What follows belongs to an exercise in optimizing a design on an open flow for small area; a production flow would make more cautious choices.
Function was checked by simulation only, so behaviour that the tests miss may differ from the original.
Power and IR drop assume default switching activity.

### flow/config.mk
export PLATFORM = sky130hd
export DESIGN_NAME = main
export DESIGN_NICKNAME = main
export VERILOG_FILES = /design/flow/design.v
export SDC_FILE = /design/flow/constraint.sdc
export NUM_CORES = 4
export LEC_CHECK = 0
export CAP_MARGIN = 20
export CORE_MARGIN = 2
export CORE_UTILIZATION = 40
export SLEW_MARGIN = 20
### flow/constraint.sdc
create_clock -name core_clock -period 10.0 [get_ports {clk}]
set_input_delay 2.0000 -clock core_clock [delete_from_list [all_inputs] [get_ports {clk}]]
set_output_delay 2.0000 -clock core_clock [all_outputs]
set_load 0.01 [all_outputs]
### flow/design.v
`timescale 1ns / 1ps
module clock_divider(
    input wire clk,
    input wire rst,
    output reg clkTime,
    output reg clkAdj,
    output reg clkLED,
    output reg clkDis,
    output wire tickTime,
    output wire tickAdj,
    output wire tickLED,
    output wire tickDis
    );
    reg [31:0] countTime;
    reg [31:0] countAdj;
    reg [31:0] countLED;
    reg [31:0] countDis;
    assign tickDis  = (countDis  == 10)   & ~clkDis;
    assign tickLED  = (countLED  == 1000) & ~clkLED;
    assign tickAdj  = (countAdj  == 2500) & ~clkAdj;
    assign tickTime = (countTime == 5000) & ~clkTime;
    always@(posedge clk)
    begin
        if (rst)
        begin
            countTime <= 0;
            countAdj <= 0;
            countLED <= 0;
            countDis <= 0;
            clkTime <= 0;
            clkAdj <= 0;
            clkLED <= 0;
            clkDis <= 0;
        end
        else
        begin
        if (countDis == 10)
        begin
            clkDis <= ~clkDis;
            countDis <= 0;
        end
        else
        begin
            countDis <= countDis + 1;
        end
        if (countLED == 1000)
        begin
            clkLED <= ~clkLED;
            countLED <= 0;
        end
        else
        begin
            countLED <= countLED + 1;
        end
        if (countAdj == 2500)
        begin
            clkAdj <= ~clkAdj;
            countAdj <= 0;
        end
        else
        begin
            countAdj <= countAdj + 1;
        end
        if (countTime == 5000)
        begin
            clkTime <= ~clkTime;
            countTime <= 0;
        end
        else
        begin
            countTime <= countTime + 1;           
        end
        end
    end
endmodule
`timescale 1ns / 1ps
module adjust_led(
    input wire clk,
    input wire rst,
    input wire tickLED,
    input wire adj,
    output reg adjLED
    );
    always @(posedge clk) begin
        if (rst)
        begin
            adjLED <= 0;
        end
        else if (tickLED)
        begin
        if(adj)
        begin
            adjLED <= ~adjLED;
        end
        else
        begin
            adjLED <= 0;
        end
        end
    end
endmodule
`timescale 1ns / 1ps
module counter(
    input wire clk,
    input wire sys_rst,
    input wire tickAdj,  
    output reg pause,
    output reg reset,
    input wire sel,
    input wire adj,
    input wire tickDis,  
    input wire rstB,    
    input wire pauseB,  
    output reg [2:0] m10,
    output reg [3:0] m1,
    output reg [2:0] s10,
    output reg [3:0] s1
    );
    reg clk1;
    reg rst;
    reg [2:0] stepRst, stepPause;
    reg pauseFlip;
    always @(posedge clk) 
    begin
    if (sys_rst)
    begin
        m10 <= 3'b000;
        m1 <= 4'b0000;
        s10 <= 3'b000;
        s1 <= 4'b0000;
        clk1 <= 1'b1;
    end
    else if (tickAdj)
    begin
        if(pause)
        begin
        end
        else if(reset) 
        begin
             m10 <= 3'b000;
             m1 <= 4'b0000;
             s10 <= 3'b000;
             s1 <= 4'b0000;
        end
        else if(adj)
        begin
            if(sel)  
            begin
                s1 <= s1 +1;
                if(s1 == 9)
                begin
                    s10 <= s10+1;
                    s1 <= 0;
                    if(s10 == 5)
                    begin
                        s10 <= 0;
                    end
                end
            end 
            else
            begin
                m1 <= m1 +1;
                if(m1 == 9)
                begin
                    m10 <= m10+1;
                    m1 <= 0;
                    if(m10 == 5)
                    begin
                        m10 <= 0;
                    end
                end
            end
        end
        else if (clk1)
        begin
            s1 <= s1 + 1;
            if (s1 == 9)
            begin
                s10 <= s10 + 1;
                s1 <= 0;
                if (s10 == 5)
                begin
                    m1 <= m1 + 1;
                    s10 <= 0;
                    if (m1 == 9)
                    begin
                        m10 <= m10 + 1;
                        m1 <= 0;
                        if (m10 == 5)
                        begin
                            m10 <= 0;
                        end
                    end
                end
            end
        end 
        clk1 <= ~clk1;
    end
    end
    always @(posedge clk)
    begin
        if (sys_rst)
        begin
            stepRst   <= 3'b000;
            stepPause <= 3'b000;
            reset <= 1'b0;
        end
        else if (tickDis)
        begin
        if (rst) 
        begin
            stepRst   <= 3'b000;
            stepPause <= 3'b000;
        end
        else 
        begin
            stepRst   <= {rstB, stepRst[2:1]};
            reset <= rstB;
            stepPause <= {pauseB, stepPause[2:1]};
        end
        end
    end
    always @(posedge clk)
    begin
        if (sys_rst)
        begin
            rst   <= 1'b0;
            pause <= 1'b0;
            pauseFlip <= 1'b0;
        end
        else if (tickDis)
        begin
        if (rst == 1) 
        begin
            rst   <= 1'b0;
            pause <= 1'b0;
            pauseFlip <= 0;
        end 
        else if (pauseFlip)
        begin
            pause <= ~pause;
            pauseFlip <= 1'b0;
        end
        else 
        begin
            rst   <= ~stepRst[0]   & stepRst[1];
            pauseFlip <= ~stepPause[0] & stepPause[1];
        end
        end
    end
endmodule
`timescale 1ns / 1ps
module display(
    input wire clk,
    input wire rst,
    input wire tickDis,  
    input wire clkAdj,
    input wire [2:0] m10,
    input wire [3:0] m1,
    input wire [2:0] s10,
    input wire [3:0] s1,
    input wire adj,
    input wire sel,
    output reg [6:0] seg,
    output reg [3:0] an
);
    reg [1:0] digit_select;   
    reg [8:0] blink_counter;   
    reg blink_state;   
    always @(posedge clk) begin
        if (rst) begin
            blink_counter <= 0;
            blink_state <= 0;
        end else if (tickDis) begin
        blink_counter <= blink_counter + 1;   
        if (blink_counter == 125) begin
            blink_counter <= 0;   
            blink_state <= ~blink_state;   
        end
        end
    end
    always @(posedge clk) begin
        if (rst) begin
            seg <= 7'b1111111;
            an <= 4'b1111;
            digit_select <= 2'b00;
        end else if (tickDis) begin
        case (digit_select)
            2'b00: begin
                an <= 4'b0111;   
                if (adj && ~sel) begin
                    if (~blink_state) begin
                        seg <= 7'b1111111;   
                    end else begin
                        case (m10)
                            3'b000: seg <= 7'b1000000;
                            3'b001: seg <= 7'b1111001;
                            3'b010: seg <= 7'b0100100;
                            3'b011: seg <= 7'b0110000;
                            3'b100: seg <= 7'b0011001;
                            3'b101: seg <= 7'b0010010;
                            default: seg <= 7'b1111111;  
                        endcase
                    end
                end else begin
                    case (m10)
                        3'b000: seg <= 7'b1000000;
                        3'b001: seg <= 7'b1111001;
                        3'b010: seg <= 7'b0100100;
                        3'b011: seg <= 7'b0110000;
                        3'b100: seg <= 7'b0011001;
                        3'b101: seg <= 7'b0010010;
                        default: seg <= 7'b1111111;  
                    endcase   
                end
            end
            2'b01: begin
                an <= 4'b1011;   
                if (adj && ~sel) begin
                    if (~blink_state) begin
                        seg <= 7'b1111111;   
                    end else begin
                        case (m1)
                            4'b0000: seg <= 7'b1000000;
                            4'b0001: seg <= 7'b1111001;
                            4'b0010: seg <= 7'b0100100;
                            4'b0011: seg <= 7'b0110000;
                            4'b0100: seg <= 7'b0011001;
                            4'b0101: seg <= 7'b0010010;
                            4'b0110: seg <= 7'b0000010;
                            4'b0111: seg <= 7'b1111000;
                            4'b1000: seg <= 7'b0000000;
                            4'b1001: seg <= 7'b0010000;
                            default: seg <= 7'b1111111;  
                        endcase
                    end
                end else begin
                    case (m1)
                        4'b0000: seg <= 7'b1000000;
                        4'b0001: seg <= 7'b1111001;
                        4'b0010: seg <= 7'b0100100;
                        4'b0011: seg <= 7'b0110000;
                        4'b0100: seg <= 7'b0011001;
                        4'b0101: seg <= 7'b0010010;
                        4'b0110: seg <= 7'b0000010;
                        4'b0111: seg <= 7'b1111000;
                        4'b1000: seg <= 7'b0000000;
                        4'b1001: seg <= 7'b0010000;
                        default: seg <= 7'b1111111;  
                    endcase   
                end
            end
            2'b10: begin
                an <= 4'b1101;   
                if (adj && sel) begin
                    if (~blink_state) begin
                        seg <= 7'b1111111;   
                    end else begin
                        case (s10)
                            3'b000: seg <= 7'b1000000;
                            3'b001: seg <= 7'b1111001;
                            3'b010: seg <= 7'b0100100;
                            3'b011: seg <= 7'b0110000;
                            3'b100: seg <= 7'b0011001;
                            3'b101: seg <= 7'b0010010;
                            default: seg <= 7'b1111111;  
                        endcase
                    end
                end else begin
                    case (s10)
                        3'b000: seg <= 7'b1000000;
                        3'b001: seg <= 7'b1111001;
                        3'b010: seg <= 7'b0100100;
                        3'b011: seg <= 7'b0110000;
                        3'b100: seg <= 7'b0011001;
                        3'b101: seg <= 7'b0010010;
                        default: seg <= 7'b1111111;  
                    endcase   
                end
            end
            2'b11: begin
                an <= 4'b1110;   
                if (adj && sel) begin
                    if (~blink_state) begin
                        seg <= 7'b1111111;   
                    end else begin
                        case (s1)
                            4'b0000: seg <= 7'b1000000;
                            4'b0001: seg <= 7'b1111001;
                            4'b0010: seg <= 7'b0100100;
                            4'b0011: seg <= 7'b0110000;
                            4'b0100: seg <= 7'b0011001;
                            4'b0101: seg <= 7'b0010010;
                            4'b0110: seg <= 7'b0000010;
                            4'b0111: seg <= 7'b1111000;
                            4'b1000: seg <= 7'b0000000;
                            4'b1001: seg <= 7'b0010000;
                            default: seg <= 7'b1111111;  
                        endcase
                    end
                end else begin
                    case (s1)
                        4'b0000: seg <= 7'b1000000;
                        4'b0001: seg <= 7'b1111001;
                        4'b0010: seg <= 7'b0100100;
                        4'b0011: seg <= 7'b0110000;
                        4'b0100: seg <= 7'b0011001;
                        4'b0101: seg <= 7'b0010010;
                        4'b0110: seg <= 7'b0000010;
                        4'b0111: seg <= 7'b1111000;
                        4'b1000: seg <= 7'b0000000;
                        4'b1001: seg <= 7'b0010000;
                        default: seg <= 7'b1111111;  
                    endcase    
                end
            end
        endcase
        digit_select <= digit_select + 1;
        if (digit_select > 2'b11) digit_select <= 2'b00;   
        end
    end
endmodule
`timescale 1ns / 1ps
module main(
    input clk,
    input rst,
    input btnR,
    input btnC,
    input selSwitch,
    input adjSwitch,
    output adjLED,
    output pauseLED,
    output rstLED,
    output [6:0] seg,
    output [3:0] an
);
    wire clkTime;
    wire clkAdj;
    wire clkLED;
    wire clkDis;
    wire tickTime;
    wire tickAdj;
    wire tickLED;
    wire tickDis;
    wire [2:0] m10;
    wire [3:0] m1;
    wire [2:0] s10;
    wire [3:0] s1;
    wire reset;
    wire pause;
    assign pauseLED = pause;
    assign rstLED = reset;
    clock_divider my_cd(clk, rst, clkTime, clkAdj, clkLED, clkDis, tickTime, tickAdj, tickLED, tickDis);
    adjust_led my_adjust_led(clk, rst, tickLED, adjSwitch, adjLED);
    counter my_counter(clk, rst, tickAdj, pause, reset, selSwitch, adjSwitch, tickDis, btnR, btnC, m10, m1, s10, s1);
    display my_display(clk, rst, tickDis, clkAdj, m10, m1, s10, s1, adjSwitch, selSwitch, seg, an);
endmodule
### flow/run.sh
#!/bin/bash
# synth_recipe.tcl (not shown) runs the flow's synth.tcl, then flattens the netlist and writes it again
# the make line also repeats each setting of config.mk as NAME=value (left out here)
make -C /OpenROAD-flow-scripts/flow DESIGN_CONFIG=/design/flow/config.mk WORK_HOME=/design/flow/orfs CLKGATE_MAP_FILE= SYNTH_SCRIPT=/design/flow/synth_recipe.tcl finish
==> summary.md <==
| Metric | Value |
|---|---|
| Remaining global-route overflow | `0` |
| Worst-path cell chain | `clkdlybuf4s50_1 > nor3_1 > or2_0 > nor4_2 > mux2i_1 > nor2_1 > inv_1 > ha_1 > a221oi_1 > a22oi_1` |
| CTS sink cnt | `162` |
| Area occupied by multi-input gates | `4410 µm²` |
| Fill cells | `1911` |
| Core Footprint | `19500 µm²` |
| Worst setup margin | `5260 ps` |
| TritonCTS clock tree | `done` |
| CP Capture Type | `flop` |
| Placer congestion estimate | `0.836` |
| Worst rel slew slack | `36.0%` |
| Pleak | `3.28 nW` |
| Slew Viols, Final | `0` |
| Mapped cell area | `7950 µm²` |
| Critical-path top delay cell | `nor4_2` |
| Postcts setup bufs | `0` |
| Post-layout util | `45.9%` |
| Mapped Cells | `940` |
| Sequential share of the synthesized area | `40.8%` |
| Synth cell types | `65` |
| Yosys Warn Count | `4` |
| Io pins | `20` |
| Async set-reset flop share out of synthesis | `0%` |
| Die Area | `21000 µm²` |
| Critical path class | `in -> reg` |
| Die Ht | `145 µm` |
| Worst slew pin tran | `960 ps` |
| Setup tns final | `0 ps` |
| Logic pwr share | `2.7%` |
| First-pass GRT wire length | `27.7 mm` |
| RSZ-0062 raised after global routing | `no` |
| Maximum VDD drop | `0.109 mV` |
| Clock share of power | `48.9%` |
| Clock Root Buffer | `clkbuf_16` |
| Drt total wl | `15.9 mm` |
| CTS Buf Count | `17` |
| Switching Share | `22.0%` |
| Post-route ant nets | `0` |
| Internal power | `1.05 mW` |
| H-tree depth | `4` |
| Pwr per Cell Area | `151 nW/µm²` |
| Worst-path clk slew | `70 ps` |
| DP HPWL | `10.9 mm` |
| FP Rows | `51` |
| Max-Cap Viols | `0` |
| Min cycle time layout | `4740 ps` |
| Worst-Skew Late Latency | `420 ps` |
| Share of layout cells above drive strength 1 | `5.67%` |
| Initial antenna violation count | `1` |
| Initial core utilization | `40.9%` |
| Antenna cell count | `0` |
| CTS Hold Buffers Added | `0` |
| Fin. Hold Viols | `0` |
| Vias per inst | `5.15` |
| Largest net degree at the start of global routing | `43` |
| Overall routing resource usage | `15.5%` |
| Via count | `6271` |
| Worst-case clock skew | `10.6 ps` |
| Post-Syn Nets | `977` |
| Family with the most delay on the worst path | `simple AND/OR/NAND/NOR gates` |
| Register Area | `3240 µm²` |
| Worst EP required | `10280 ps` |
| Vias in the first global route | `5819` |
| Clock tree buffer depth | `2` |
| Dominant synthesized flop cell | `dfxtp_1` |
| Worst path max stage delay | `700 ps` |
| Arr. time, crit path | `5030 ps` |
| Final Cycle Share | `47.4%` |
| Place WS | `4870 ps` |
| Count of buffers from port buffering | `19` |
| CP max FO | `6` |
| Final setup fails | `0` |
| Area Overhead vs Synth | `12.4%` |
| Post-synthesis area per instance | `8.46 µm²` |
| Outcome | `no timing/DRC/antenna violations` |
| PostCTS Resize Cnt | `0` |
| TritonRoute pass-1 iters | `5` |
| Wire per inst | `13.1 µm` |
| Buffers and inverters on the worst path | `2` |
| P_sw | `0.297 mW` |
| Register share of total power | `48.4%` |
| Worst Setup Start Kind | `input port` |
| #FFs+latches synth | `162` |
| Fmax | `211 MHz` |
| # DRC | `0` |
| Worst min path class | `reg -> reg` |
| Post-synth EDFFs | `0` |
| Chip width | `145 µm` |
| Fin nets | `977` |
| Iteration-0 DRC count of the detailed router | `388` |
## power groups by stage
stage          clock, mW  combinational [mW]  sequential, mW
2_1_floorplan          0              0.0260           0.667
3_3_place_gp           0              0.0366           0.668
3_5_place_dp           0              0.0367           0.668
4_1_cts            0.675              0.0370           0.653
5_1_grt            0.704              0.0412           0.653
6_report           0.660              0.0364           0.653
## placed cells by master (no fill, tap or decap), types with 3 or more instances in the layout
cell type / n
bufinv_16: 3
inv_1: 41
nand3b_1: 6
or3_1: 15
a22oi_1: 8
xor2_1: 60
a2111oi_0: 3
nor3_1: 21
o21ai_0: 38
dfxtp_1: 162
clkinv_4: 3
a211oi_1: 4
clkinv_2: 4
nor2b_1: 8
ha_1: 31
and2_1: 8
clkdlybuf4s50_1: 18
or2_2: 4
and3_1: 16
nor4b_1: 8
xnor2_1: 36
and4_1: 12
nand2b_1: 6
nor4_1: 23
a32oi_1: 4
mux2i_1: 11
nand2_1: 73
a21oi_1: 35
o22ai_1: 4
a21o_1: 4
clkbuf_16: 17
and3b_1: 3
nand3_1: 45
nand4_1: 25
o211ai_1: 6
a311oi_1: 3
nor2_1: 135
## layout make-up
type | count | area share, %
Timing Repair Buffer | 22 | 2.30
Clock inverter | 13 | 1.81
Tap cell | 265 | 3.71
Clock buffer | 18 | 4.80
Sequential cell | 162 | 36.3
Inverter | 42 | 1.76
Multi-Input combinational cell | 695 | 49.3
## registers in the layout, indices dropped and copies added, names as in the netlist, 2 cells and up, named ones only
signal	flops
my_cd.countAdj	32
my_cd.countDis	32
my_cd.countLED	32
my_display.blink_counter	9
my_display.seg	7
my_counter.m1	4
my_counter.s1	4
my_display.an	4
my_counter.m10	3
my_counter.s10	3
my_counter.stepPause	3
my_counter.stepRst	3
my_display.digit_select	2
## through the flow
| step | hold slack [ps] | cell area, µm² | total power [mW] | std cells |
|---|---|---|---|---|
| 2_1_floorplan | 432 | 7950 | 0.693 | 940 |
| 3_3_place_gp | 441 | 8330 | 0.704 | 1185 |
| 3_5_place_dp | 446 | 8330 | 0.704 | 1185 |
| 4_1_cts | 455 | 8920 | 1.36 | 1216 |
| 5_1_grt | 472 | 8940 | 1.40 | 1217 |
| 6_report | 452 | 8940 | 1.35 | 1217 |
## kinds of logic after synthesis
family	after synthesis	synth area share [%]
xor gates and xnor gates	96	10.6
and+or+nand+nor	423	27.2
buffers and inverters	83	4.07
AOI/OAI and AO/OA	132	10.9
muxes	13	1.67
adders and majority gates	31	4.88
DFF	162	40.8
## per-layer routing
layer | vias to the layer above | wire length, µm | track usage, %
met5 | - | 13 | 0
met4 | 2 | 142 | 3.86
met3 | 17 | 471 | 3.99
met2 | 68 | 7130 | 24.3
met1 | 2906 | 8150 | 21.4
li1 | 3278 | - | -
## worst min-delay path: cells and delay by family (launching register included)
family	cells	cell delay (ps)
AOI/OAI and AO/OA	1	50
and+or+nand+nor	1	50
DFF	1	310
## cell usage after synthesis (4+ instances only)
library cell / instances / area share, %
a32oi_1: 4 / 0.44
xor2_1: 60 / 6.6
a21oi_1: 35 / 2.2
or3_1: 15 / 1.2
nor2_1: 135 / 6.4
dfxtp_1: 162 / 41
nor4b_1: 8 / 0.88
a211oi_1: 4 / 0.38
o21ai_0: 38 / 2.4
nand4_1: 25 / 2.0
nor2b_1: 8 / 0.63
o211ai_1: 6 / 0.57
nand2b_1: 6 / 0.47
a22oi_1: 8 / 0.76
nand2_1: 73 / 3.4
inv_1: 41 / 1.9
buf_2: 4 / 0.25
a21o_1: 4 / 0.38
and3_1: 16 / 1.3
clkbuf_1: 36 / 1.7
and2_1: 8 / 0.63
nor4_1: 24 / 1.9
nor3_1: 22 / 1.4
xnor2_1: 36 / 4.0
ha_1: 31 / 4.9
nand3_1: 45 / 2.8
mux2i_1: 11 / 1.4
nand3b_1: 6 / 0.57
or2_2: 4 / 0.31
and4_1: 12 / 1.3
o22ai_1: 4 / 0.31
## final timing paths
path                                                           start  slack (ps)  depth (start not counted)                                    to
worst max-delay path                                       adjSwitch        5260                         10                                  flop
worst min-delay path            my_counter.stepPause[2]$_SDFFE_PP0P_         450                          2  my_counter.stepPause[2]$_SDFFE_PP0P_
worst max register to register         my_counter.reset$_SDFFE_PP0P_        6550                          9                                  flop
worst min register to register  my_counter.stepPause[2]$_SDFFE_PP0P_         450                          2  my_counter.stepPause[2]$_SDFFE_PP0P_

[separate check: timing with driven ports]
How much do the figures lean on ideal ports? The routed layout below was timed once more, with nothing changed but the port constraints.
Step 1 sets driving cells, clkbuf_16 on the clock port and buf_2 on the other inputs (assumed; they add their load-dependent delay and slew).
Step 2 times the ports against the registers' clock, not the clock port: input delays grow and output delays shrink by t, the midpoint of the rising clock arrivals with the driver on.
Three values: no drivers, after step 1, after step 2; two values: the first two.
shift t [ns]: 0.464
setup slack, ns: 5.257 / 5.242 / 4.779
latest minus earliest clock arrival (ns): 0.012 / 0.013
cell pins on the clock port's net: 1
After both steps setup and hold are still met in this run. The setup slack of this run moves by -0.015 ns with the drivers and by -0.478 ns with both steps.
